This design comes from an exercise in tuning for a short achievable clock period and few clock cycles on the open sky130 flow, not from production work.
The RTL was checked by simulation tests, not by an equivalence proof against the original design.
Power and IR drop assume default switching activity.

--- design/flow/design.v ---
`timescale 1ns/1ps
module mips(input         clk, reset,
            output [31:0] pc,
            input  [31:0] instr,
            output        memwrite,
            output [31:0] memaddr,
            output [31:0] memwritedata,
            input  [31:0] memreaddata);
  reg  [31:0] pcF;
  reg  [31:0] rasF;        
  reg  [31:0] rasC;        
  reg  [31:0] instrD;
  reg  [31:0] pc4D;        
  reg  [31:0] btgtD;       
  reg  [31:0] rasD;        
  reg         predTD;      
  reg  [31:0] aE, bE, wdE;
  reg  [31:0] altE;        
  reg  [4:0]  selE;        
  reg         sltsE;       
  reg         brE, bneE, predTE, jrE, jalE;
  reg         regwriteE, memtoregE, memwriteE;
  reg  [4:0]  wrE;
  reg  [31:0] aluoutM, wdM;
  reg         regwriteM, memtoregM, memwriteM;
  reg  [4:0]  wrM;
  reg  [31:0] resW;
  reg         regwriteW;
  reg  [4:0]  wrW;
  reg  [31:1] weW;         
  wire [31:0] aluoutE;
  wire        redirect;    
  wire [31:0] redirpc;
  wire        stall;       
  assign pc = pcF;
  wire [5:0] opF = instr[31:26];
  wire isJF   = (opF == 6'b000010);
  wire isJALF = (opF == 6'b000011);
  wire isBEQF = (opF == 6'b000100);
  wire isBNEF = (opF == 6'b000101);
  wire isJRF  = (opF == 6'b000000) && (instr[5:0] == 6'b001000);
  wire rseqF  = (instr[25:21] == instr[20:16]);
  wire predTF = (isBEQF & rseqF) | (isBNEF & ~rseqF);
  wire [29:0] pcinc;
  pfx_add #(30, 5) incf(.a(pcF[31:2]), .b(30'b0), .cin(1'b1), .s(pcinc), .cout());
  wire [31:0] pc4F = {pcinc, pcF[1:0]};
  wire [15:0] blo;
  wire        bc;
  pfx_add #(16, 4) badd(.a(pcF[17:2]), .b(instr[15:0]), .cin(1'b1), .s(blo), .cout(bc));
  wire [13:0] h0 = pcF[31:18];
  wire [13:0] hp1, hm1;
  pfx_add #(14, 4) ahp(.a(h0), .b(14'd1),    .cin(1'b0), .s(hp1), .cout());
  pfx_add #(14, 4) ahm(.a(h0), .b(14'h3fff), .cin(1'b0), .s(hm1), .cout());
  wire [13:0] bhi = (bc & ~instr[15]) ? hp1 :
                    (~bc & instr[15]) ? hm1 : h0;
  wire [31:0] btgtF = {bhi, blo, pcF[1:0]};
  wire [31:0] jtgtF = {pc4F[31:28], instr[25:0], 2'b00};
  wire [31:0] npcF = (isJF | isJALF) ? jtgtF :
                     isJRF           ? rasF  : pc4F;
  always @(posedge clk) begin
    if (reset)         pcF <= 32'b0;
    else if (redirect) pcF <= redirpc;
    else if (stall)    pcF <= pcF;
    else if (predTF)   pcF <= btgtF;
    else               pcF <= npcF;
  end
  always @(posedge clk) begin
    if (reset) begin
      rasF <= 32'b0;
      rasC <= 32'b0;
    end else begin
      if (redirect)    rasF <= rasC;
      else if (isJALF) rasF <= pc4F;
      if (jalE)        rasC <= bE;
    end
  end
  always @(posedge clk) begin
    if (reset || redirect) begin
      instrD <= 32'b0;
      predTD <= 1'b0;
    end else if (!stall) begin
      instrD <= instr;
      predTD <= predTF;
    end
    if (!stall) begin
      pc4D  <= pc4F;
      btgtD <= btgtF;
      rasD  <= rasF;
    end
  end
  wire [5:0]  op = instrD[31:26];
  wire [5:0]  fn = instrD[5:0];
  wire [4:0]  rs = instrD[25:21];
  wire [4:0]  rt = instrD[20:16];
  wire [4:0]  rd = instrD[15:11];
  wire [15:0] imm = instrD[15:0];
  wire isR    = (op == 6'b000000);
  wire rAdd   = isR & ((fn == 6'b100000) | (fn == 6'b100001));
  wire rSub   = isR & ((fn == 6'b100010) | (fn == 6'b100011));
  wire rAnd   = isR & (fn == 6'b100100);
  wire rOr    = isR & (fn == 6'b100101);
  wire rSlt   = isR & (fn == 6'b101010);
  wire rSltu  = isR & (fn == 6'b101011);
  wire isJR   = isR & (fn == 6'b001000);
  wire rAlu   = rAdd | rSub | rAnd | rOr | rSlt | rSltu;
  wire isAddi = (op == 6'b001000) | (op == 6'b001001);
  wire isSlti = (op == 6'b001010);
  wire isSltiu= (op == 6'b001011);
  wire isOri  = (op == 6'b001101);
  wire isLui  = (op == 6'b001111);
  wire isLw   = (op == 6'b100011);
  wire isSw   = (op == 6'b101011);
  wire isBeq  = (op == 6'b000100);
  wire isBne  = (op == 6'b000101);
  wire isJal  = (op == 6'b000011);
  wire isBr   = isBeq | isBne;
  wire iAlu   = isAddi | isSlti | isSltiu | isOri | isLui | isLw;
  wire [4:0] wrD = rAlu ? rd : isJal ? 5'd31 : rt;
  wire regwriteD = (rAlu | iAlu | isJal) & (wrD != 5'b0);
  wire usesA  = rAlu | isAddi | isSlti | isSltiu | isOri | isLw | isSw | isBr | isJR;
  wire usesBr = rAlu | isBr;           
  wire usesRt = usesBr | isSw;
  wire [31:0] rf1, rf2;
  regfile rf(.clk(clk), .we(weW), .ra1(rs), .ra2(rt),
             .wd(resW), .rd1(rf1), .rd2(rf2));
  wire [31:0] resM = memtoregM ? memreaddata : aluoutM;
  wire fMs = regwriteM && (wrM == rs);
  wire fWs = regwriteW && (wrW == rs);
  wire fMt = regwriteM && (wrM == rt);
  wire fWt = regwriteW && (wrW == rt);
  wire [31:0] rsv = fMs ? resM : fWs ? resW : rf1;
  wire [31:0] rtv = fMt ? resM : fWt ? resW : rf2;
  wire fEs = regwriteE && (wrE == rs);
  wire fEt = regwriteE && (wrE == rt);
  assign stall = memtoregE && ((usesA && fEs) || (usesRt && fEt));
  wire [31:0] sextD = {{16{imm[15]}}, imm};
  wire [31:0] aD = (isLui | isJal) ? 32'b0 : rsv;
  wire [31:0] bD = usesBr ? rtv :
                   isJR   ? rasD :
                   isLui  ? {imm, 16'b0} :
                   isJal  ? pc4D :
                   isOri  ? {16'b0, imm} : sextD;
  wire sltD  = rSlt | rSltu | isSlti | isSltiu;
  wire [4:0] selD = {sltD, rOr | isOri, rAnd, rSub, ~(sltD | rOr | isOri | rAnd | rSub)};
  always @(posedge clk) begin
    if (reset || redirect || stall) begin
      regwriteE <= 1'b0;
      memtoregE <= 1'b0;
      memwriteE <= 1'b0;
      brE       <= 1'b0;
      jrE       <= 1'b0;
      jalE      <= 1'b0;
    end else begin
      regwriteE <= regwriteD;
      memtoregE <= isLw;
      memwriteE <= isSw;
      brE       <= isBr;
      jrE       <= isJR;
      jalE      <= isJal;
    end
    aE     <= (usesA & fEs)  ? aluoutE : aD;
    bE     <= (usesBr & fEt) ? aluoutE : bD;
    wdE    <= (isSw & fEt)   ? aluoutE : rtv;
    altE   <= predTD ? pc4D : btgtD;
    selE   <= selD;
    sltsE  <= rSlt | isSlti;
    bneE   <= isBne;
    predTE <= predTD;
    wrE    <= wrD;
  end
  wire [31:0] srca = aE;
  wire [31:0] srcb = bE;
  wire [31:0] sum, dif;
  wire        coutd;
  pfx_add #(32, 5) adda(.a(srca), .b(srcb),  .cin(1'b0), .s(sum), .cout());
  pfx_add #(32, 5) adds(.a(srca), .b(~srcb), .cin(1'b1), .s(dif), .cout(coutd));
  wire lt = sltsE ? ((srca[31] ^ srcb[31]) ? srca[31] : dif[31]) : ~coutd;
  assign aluoutE = ({32{selE[0]}} & sum) |
                   ({32{selE[1]}} & dif) |
                   ({32{selE[2]}} & (srca & srcb)) |
                   ({32{selE[3]}} & (srca | srcb)) |
                   {31'b0, selE[4] & lt};
  wire eq = (srca == srcb);
  wire takenE = bneE ? ~eq : eq;
  assign redirect = (brE & (takenE ^ predTE)) | (jrE & ~eq);
  assign redirpc  = jrE ? srca : altE;
  always @(posedge clk) begin
    if (reset) begin
      regwriteM <= 1'b0;
      memtoregM <= 1'b0;
      memwriteM <= 1'b0;
    end else begin
      regwriteM <= regwriteE;
      memtoregM <= memtoregE;
      memwriteM <= memwriteE;
    end
    aluoutM <= aluoutE;
    wdM     <= wdE;
    wrM     <= wrE;
  end
  assign memwrite     = memwriteM;
  assign memaddr      = aluoutM;
  assign memwritedata = wdM;
  always @(posedge clk) begin
    if (reset) begin
      regwriteW <= 1'b0;
      weW       <= 31'b0;
    end else begin
      regwriteW <= regwriteM;
      weW       <= regwriteM ? (32'b1 << wrM) >> 1 : 31'b0;
    end
    resW <= resM;
    wrW  <= wrM;
  end
endmodule
`timescale 1ns/1ps
module pfx_add #(parameter W = 32, parameter L = 5)    
                (input  [W-1:0] a, b,
                 input          cin,
                 output [W-1:0] s,
                 output         cout);
  wire [W-1:0] p0 = a ^ b;
  wire [W-1:0] g0 = a & b;
  wire [W-1:0] gl [0:L];
  wire [W-1:0] pl [0:L];
  assign gl[0] = {g0[W-1:1], g0[0] | (p0[0] & cin)};
  assign pl[0] = p0;
  genvar k, i;
  generate
    for (k = 0; k < L; k = k + 1) begin : lvl
      for (i = 0; i < W; i = i + 1) begin : bitk
        if (i >= (1 << k)) begin : comb
          assign gl[k+1][i] = gl[k][i] | (pl[k][i] & gl[k][i - (1 << k)]);
          assign pl[k+1][i] = pl[k][i] & pl[k][i - (1 << k)];
        end else begin : pass
          assign gl[k+1][i] = gl[k][i];
          assign pl[k+1][i] = pl[k][i];
        end
      end
    end
  endgenerate
  wire [W:0] c = {gl[L], cin};
  assign s = p0 ^ c[W-1:0];
  assign cout = c[W];
endmodule
module regfile(input         clk,
               input  [31:1] we,
               input  [4:0]  ra1, ra2,
               input  [31:0] wd,
               output [31:0] rd1, rd2);
  wire [32*32-1:0] q;
  assign q[31:0] = 32'b0;
  genvar k;
  generate
    for (k = 1; k < 32; k = k + 1) begin : r
      reg [31:0] d;
      always @(posedge clk)
        if (we[k]) d <= wd;
      assign q[32*k +: 32] = d;
    end
  endgenerate
  rfmux m1(.q(q), .a(ra1), .y(rd1));
  rfmux m2(.q(q), .a(ra2), .y(rd2));
endmodule
module rfmux(input  [32*32-1:0] q,
             input  [4:0]       a,
             output [31:0]      y);
  wire [16*32-1:0] l1;
  wire [8*32-1:0]  l2;
  wire [4*32-1:0]  l3;
  wire [2*32-1:0]  l4;
  genvar i;
  generate
    for (i = 0; i < 16; i = i + 1) begin : m1
      assign l1[32*i +: 32] = a[0] ? q[64*i+32 +: 32] : q[64*i +: 32];
    end
    for (i = 0; i < 8; i = i + 1) begin : m2
      assign l2[32*i +: 32] = a[1] ? l1[64*i+32 +: 32] : l1[64*i +: 32];
    end
    for (i = 0; i < 4; i = i + 1) begin : m3
      assign l3[32*i +: 32] = a[2] ? l2[64*i+32 +: 32] : l2[64*i +: 32];
    end
    for (i = 0; i < 2; i = i + 1) begin : m4
      assign l4[32*i +: 32] = a[3] ? l3[64*i+32 +: 32] : l3[64*i +: 32];
    end
  endgenerate
  assign y = a[4] ? l4[63:32] : l4[31:0];
endmodule
--- design/flow/flow/run.sh ---
#!/bin/bash
# Layout flow: the standard ORFS flow (standard.sh) with these changes:
#  - synthesis leaves adders to abc (ADDER_MAP_FILE empty) instead of
#    mapping them to the library's full/half adder cells, which cut the
#    carry paths into pieces abc times on their own, and abc maps with
#    flow/abc.script (one choice-computing pass and a delay-oriented
#    mapping, instead of five restructuring rounds); everything else in
#    synthesis (and so every register) is as standard.sh makes it,
#  - the port buffers are plain sky130_fd_sc_hd__buf_4 cells (buffer_ports
#    otherwise picks a clkdlybuf4s50 delay cell, about 0.5 ns slow), and
#  - the delay cells are added to the don't-use list, so timing repair does
#    not size buffers into them.
# Each step's full output goes to a log file of its own here.
set -euo pipefail

# the platform's own don't-use list
PLAT_CFG="$FLOW_HOME/platforms/$FLOW_PLATFORM/config.mk"
DU=$(awk '/^export DONT_USE_CELLS \+= *\\/{on=1; next} on{ line=$0; cont=sub(/\\[ \t]*$/, "", line); printf "%s ", line; if (!cont) on=0 }' "$PLAT_CFG" | xargs)
DLY="sky130_fd_sc_hd__clkdlybuf4s15_1 sky130_fd_sc_hd__clkdlybuf4s15_2 sky130_fd_sc_hd__clkdlybuf4s18_1 sky130_fd_sc_hd__clkdlybuf4s18_2 sky130_fd_sc_hd__clkdlybuf4s25_1 sky130_fd_sc_hd__clkdlybuf4s25_2 sky130_fd_sc_hd__clkdlybuf4s50_1 sky130_fd_sc_hd__clkdlybuf4s50_2 sky130_fd_sc_hd__dlygate4sd1_1 sky130_fd_sc_hd__dlygate4sd2_1 sky130_fd_sc_hd__dlygate4sd3_1 sky130_fd_sc_hd__dlymetal6s2s_1 sky130_fd_sc_hd__dlymetal6s4s_1 sky130_fd_sc_hd__dlymetal6s6s_1"
echo "platform don't-use: $DU" > flow_dont_use.log
echo "added: $DLY" >> flow_dont_use.log

# synthesis as the standard flow makes it (synth_recipe.tcl), but with no
# adder cells and with abc's script replaced by flow/abc.script
ABC_SCRIPT="$PWD/flow/abc.script"
{
  head -n 1 synth_recipe.tcl
  echo "proc abc {args} { set i [lsearch -exact \$args -script]; if {\$i >= 0} { lset args [expr {\$i + 1}] {$ABC_SCRIPT} }; yosys abc {*}\$args }"
  tail -n +2 synth_recipe.tcl
} > flow_synth.tcl
bash standard.sh "ADDER_MAP_FILE=" "SYNTH_SCRIPT=$PWD/flow_synth.tcl" synth > flow_synth.log 2>&1

# the rest of the layout
bash standard.sh "DONT_USE_CELLS=$DU $DLY" \
  "BUFFER_PORTS_ARGS=-buffer_cell sky130_fd_sc_hd__buf_4" finish > flow_layout.log 2>&1
--- design/flow/flow/abc.script ---
&get -n
&st
&dch
&nf
&put
buffer -c
topo
stime -c
upsize -c
dnsize -c
--- design/flow/standard.sh ---
#!/bin/bash
# synth_recipe.tcl (not shown) runs the flow's synth.tcl, then flattens the netlist and writes it again
# the make line also repeats each setting of config.mk as NAME=value (left out here)
make -C /OpenROAD-flow-scripts/flow DESIGN_CONFIG=/design/flow/config.mk WORK_HOME=/design/flow/orfs CLKGATE_MAP_FILE= SYNTH_SCRIPT=/design/flow/synth_recipe.tcl "${@:-finish}"
--- design/flow/config.mk ---
export PLATFORM = sky130hd
export DESIGN_NAME = mips
export DESIGN_NICKNAME = mips
export VERILOG_FILES = /design/flow/design.v
export SDC_FILE = /design/flow/constraint.sdc
export NUM_CORES = 4
export LEC_CHECK = 0
export ABC_CLOCK_PERIOD_IN_PS = 3000
export CAP_MARGIN = 20
export CORE_MARGIN = 2
export CORE_UTILIZATION = 40
export SETUP_SLACK_MARGIN = 4.5
export SLEW_MARGIN = 20
--- design/flow/constraint.sdc ---
create_clock -name core_clock -period 7.5 [get_ports {clk}]
set_input_delay 1.5000 -clock core_clock [delete_from_list [all_inputs] [get_ports {clk}]]
set_output_delay 1.5000 -clock core_clock [all_outputs]
set_load 0.01 [all_outputs]
==> impl_metrics.json <==
{
  "finalNetCount": 5424,
  "cp_common_cell": "a21oi_1",
  "cts_buffers": 159,
  "fin_crit_ns": 3.13,
  "criticalPathCategory": "flop to flop",
  "synth_area_leaders": "edfxtp_1 46%, mux4_2 18%, dfxtp_1 12%, o21ai_0 2.6%, nand2_1 2.0%",
  "mostFrequentLayoutCells": "1086 x edfxtp_1, 576 x mux4_2, 382 x nand2_1",
  "final_common_cell": "edfxtp_1",
  "port_buffers": 162,
  "syn_area_mm2": 0.0712,
  "routed_wire_length_per_instance_um": 34.9,
  "synth_edf_count": 1086,
  "endpoint_kind": "flop",
  "synth_seq_cells": 1503,
  "grt_overflow": 0,
  "start_util_pct": 40.3,
  "crit_family": "compound AO/OA/AOI/OAI gates",
  "vias_per_cell": 6.46,
  "vdd_drop_max_mv": 0.170,
  "synth_flop_cell": "edfxtp_1",
  "core_area_mm2": 0.176,
  "final_cell_area_mm2": 0.0861,
  "syn_to_final_growth_pct": 20.9,
  "fin_hold_ws_ns": 0.325,
  "grt_max_degree": 73,
  "cp_slowest_cell": "a211oi_1",
  "root_buffer": "clkbuf_16",
  "vias": 50600,
  "cp.required_ns": 8.24,
  "cp_slowest_stage_delay_ns": 0.88,
  "fmax_ghz": 0.319,
  "cts_tree": "done",
  "drt_iter0_drc": 7667,
  "antenna_left": 0,
  "num_rows": 154,
  "async_reset_ff_share_pct": 0,
  "relSlewSlack_pct": 14.5,
  "crit_cells": 7,
  "outcome": "no timing/DRC/antenna violations",
  "dieHeight_um": 426,
  "grt.total_usage_pct": 29.2,
  "antenna_found_initial": 7,
  "yosysWarnings": 6,
  "postCtsHoldBufs": 0,
  "numPlacedInstances": 7251,
  "insertion_delay_ns": 0.84,
  "clk_pin_slew_worst_paths_ns": 0.07,
  "leakagePower_uw": 0.0283,
  "yosysTopAreaCell": "edfxtp_1",
  "max_cap_viol_count": 0,
  "cp_max_fo": 16,
  "fin_setup_tns_ns": 0,
  "wirelength_um": 273000,
  "start_kind": "flop",
  "largest_register": "rf.r.d",
  "place_congestion": 0.968,
  "crit_chain": "nand4_1, or3_1, o21ai_0, a21oi_1, a211oi_1, a21oi_1, o21a_1",
  "rsz0062_at_grt": "yes",
  "crit_buf_inv": 0,
  "timing.final.crit_share_pct": 41.8,
  "setup_ws_ns": 4.37,
  "synth_area_per_cell_um2": 14.1,
  "hold-path-cell-count": 0,
  "min_path_type": "flop to flop",
  "synth_top_area_share_pct": 45.8,
  "cts_sinks": 1503,
  "clockBufferDepth": 3,
  "hold_violations": 0,
  "die_area_mm2": 0.181,
  "dp_worst_setup_slack_ns": 2.47,
  "slew_viol_final": 0,
  "worst_pin_slew_ns": 1.25,
  "syn_inst": 5047,
  "ys_types": 94,
  "yosysSeqAreaShare_pct": 57.5,
  "drive_gt1_share_pct": 34.6,
  "drc_errors": 0,
  "setup_viol": 0,
  "grt_pass1_vias": 48100,
  "drtPass1Iterations": 7,
  "finClkSkew_ns": 0.0669,
  "place_area_mm2": 0.0746,
  "h-tree-depth": 4,
  "fill_cells": 15100,
  "reg2reg_depth": 7,
  "hpwlAfterDp_um": 163000,
  "dieWidth_um": 426,
  "syn-num-nets": 5113,
  "num_io_pins": 163,
  "largest_reg_flops": 992,
  "grt_pass1_wl_um": 371000,
  "power.density_mw_per_mm2": 267,
  "arrival_ns": 3.87,
  "final_cells": 7837
}
cell usage after synthesis (24+ instances only):
master and number:
a211oi_1 37, a21oi_1 235, a22oi_1 83, a31oi_1 24, buf_1 67, buf_2 125
clkbuf_1 197, dfxtp_1 417, edfxtp_1 1086, inv_1 46, mux2_2 89, mux2i_1 116
mux4_2 576, nand2_1 386, nand2b_1 37, nand3_1 100, nand4_1 26, nor2_1 294
nor2b_1 95, nor3_1 42, o211ai_1 45, o21ai_0 363, o22ai_1 29, xnor2_1 120
xor2_1 87
stage by stage:
stage | util [%] | total power [uW]
6_report | 48.8 | 22900
5_1_grt | 48.8 | 23500
4_1_cts | 47.5 | 22600
3_5_place_dp | 42.3 | 13900
3_3_place_gp | 42.2 | 13900
2_1_floorplan | - | 12300
final cells by class:
class / instances / area, um2 / share of cell area, %
flip-flops and latches: 1503 / 41300 / 48.0
multi-input cells: 3091 / 30800 / 35.7
repair buffers: 553 / 5190 / 6.03
clock buffers: 211 / 4420 / 5.13
well taps: 2340 / 2930 / 3.40
clock inverters: 86 / 1210 / 1.41
inverters: 49 / 200 / 0.233
repair inverters: 1 / 8.76 / 0.0102
diodes: 3 / 7.51 / 0.00872
power breakdown:
part	total (uW)	internal [uW]	switching, uW	leakage, uW
clock	8470	4900	3570	0.00271
sequential	10900	9890	1010	0.0136
combinational	3580	1420	2160	0.0120
repair_timing:
action | 4_1_cts | 5_1_grt
setup endpoints to repair | 369 | 248
cloned | 33 | 22
endpoints found under the hold margin | 0 | 0
pin swaps | 50 | 72
resized for setup | 503 | 277
setup buffers | 131 | 100
worst reg2reg max path, delay by kind of cell, from the launching register on:
family | cells | cell delay (ns)
compound gates | 5 | 1.81
flops | 1 | 0.48
simple gates | 2 | 0.78
per-layer routing:
layer	track usage [%]	part of all wire (%)	vias up
met5	0	0.015	-
met4	14.8	6.4	6
met3	6.26	11	727
met2	45.1	45	3369
met1	38.8	38	26100
li1	-	-	20400
worst paths after layout:
check	to	slack, ns	startpoint
setup reg to reg	bE[19]$_DFF_P_	4.37	instrD[28]$_SDFFE_PP0N_
hold / removal	wdM[0]$_DFF_P_	0.33	wdE[0]$_DFF_P_
hold reg to reg	wdM[0]$_DFF_P_	0.33	wdE[0]$_DFF_P_
setup / recovery	bE[19]$_DFF_P_	4.37	instrD[28]$_SDFFE_PP0N_
cells by family (layout without fill, tap and decap cells):
| kind of cell | count (synthesis) | count (layout) | share of synthesized area (%) |
|---|---|---|---|
| flops | 1503 | 1503 | 57.5 |
| xor+xnor | 214 | 215 | 2.71 |
| mux | 782 | 782 | 21.3 |
| buf+inv | 461 | 900 | 2.81 |
| simple gates | 1112 | 1119 | 7.41 |
| compound gates | 973 | 973 | 8.23 |
| fa+ha+maj | 2 | 2 | 0.0281 |
| other cells | 0 | 3 | 0 |
Testbench counts, summed over its fixed seeds: cycles 19,042.

-- separate check: timing with driven ports --
In the flow no input, the clock included, has a driving cell. The finished layout below was timed again as built, in two steps. Step 1 assumes that a clkbuf_16 drives the clock port and a buf_2 every other input. Step 2 moves the port delays by t, midway between the first and last clock arrival at a register: inputs arrive t later, outputs are due t later. That takes back most of the time a late clock gives input paths. Slacks: ideal / step 1 / step 2; pairs: ideal / step 1.
t (ns): 0.889
setup WS [ns]: 4.367 / 4.367 / 3.696
clock arrival spread, ns: 0.071 / 0.071
worst data-port slew with drivers (ns): 0.07
pins driven straight from the clock port: 1
After both steps setup and hold are still met in this run. For this run, drivers alone change the setup slack by 0.000 ns; drivers and shift together by -0.671 ns.
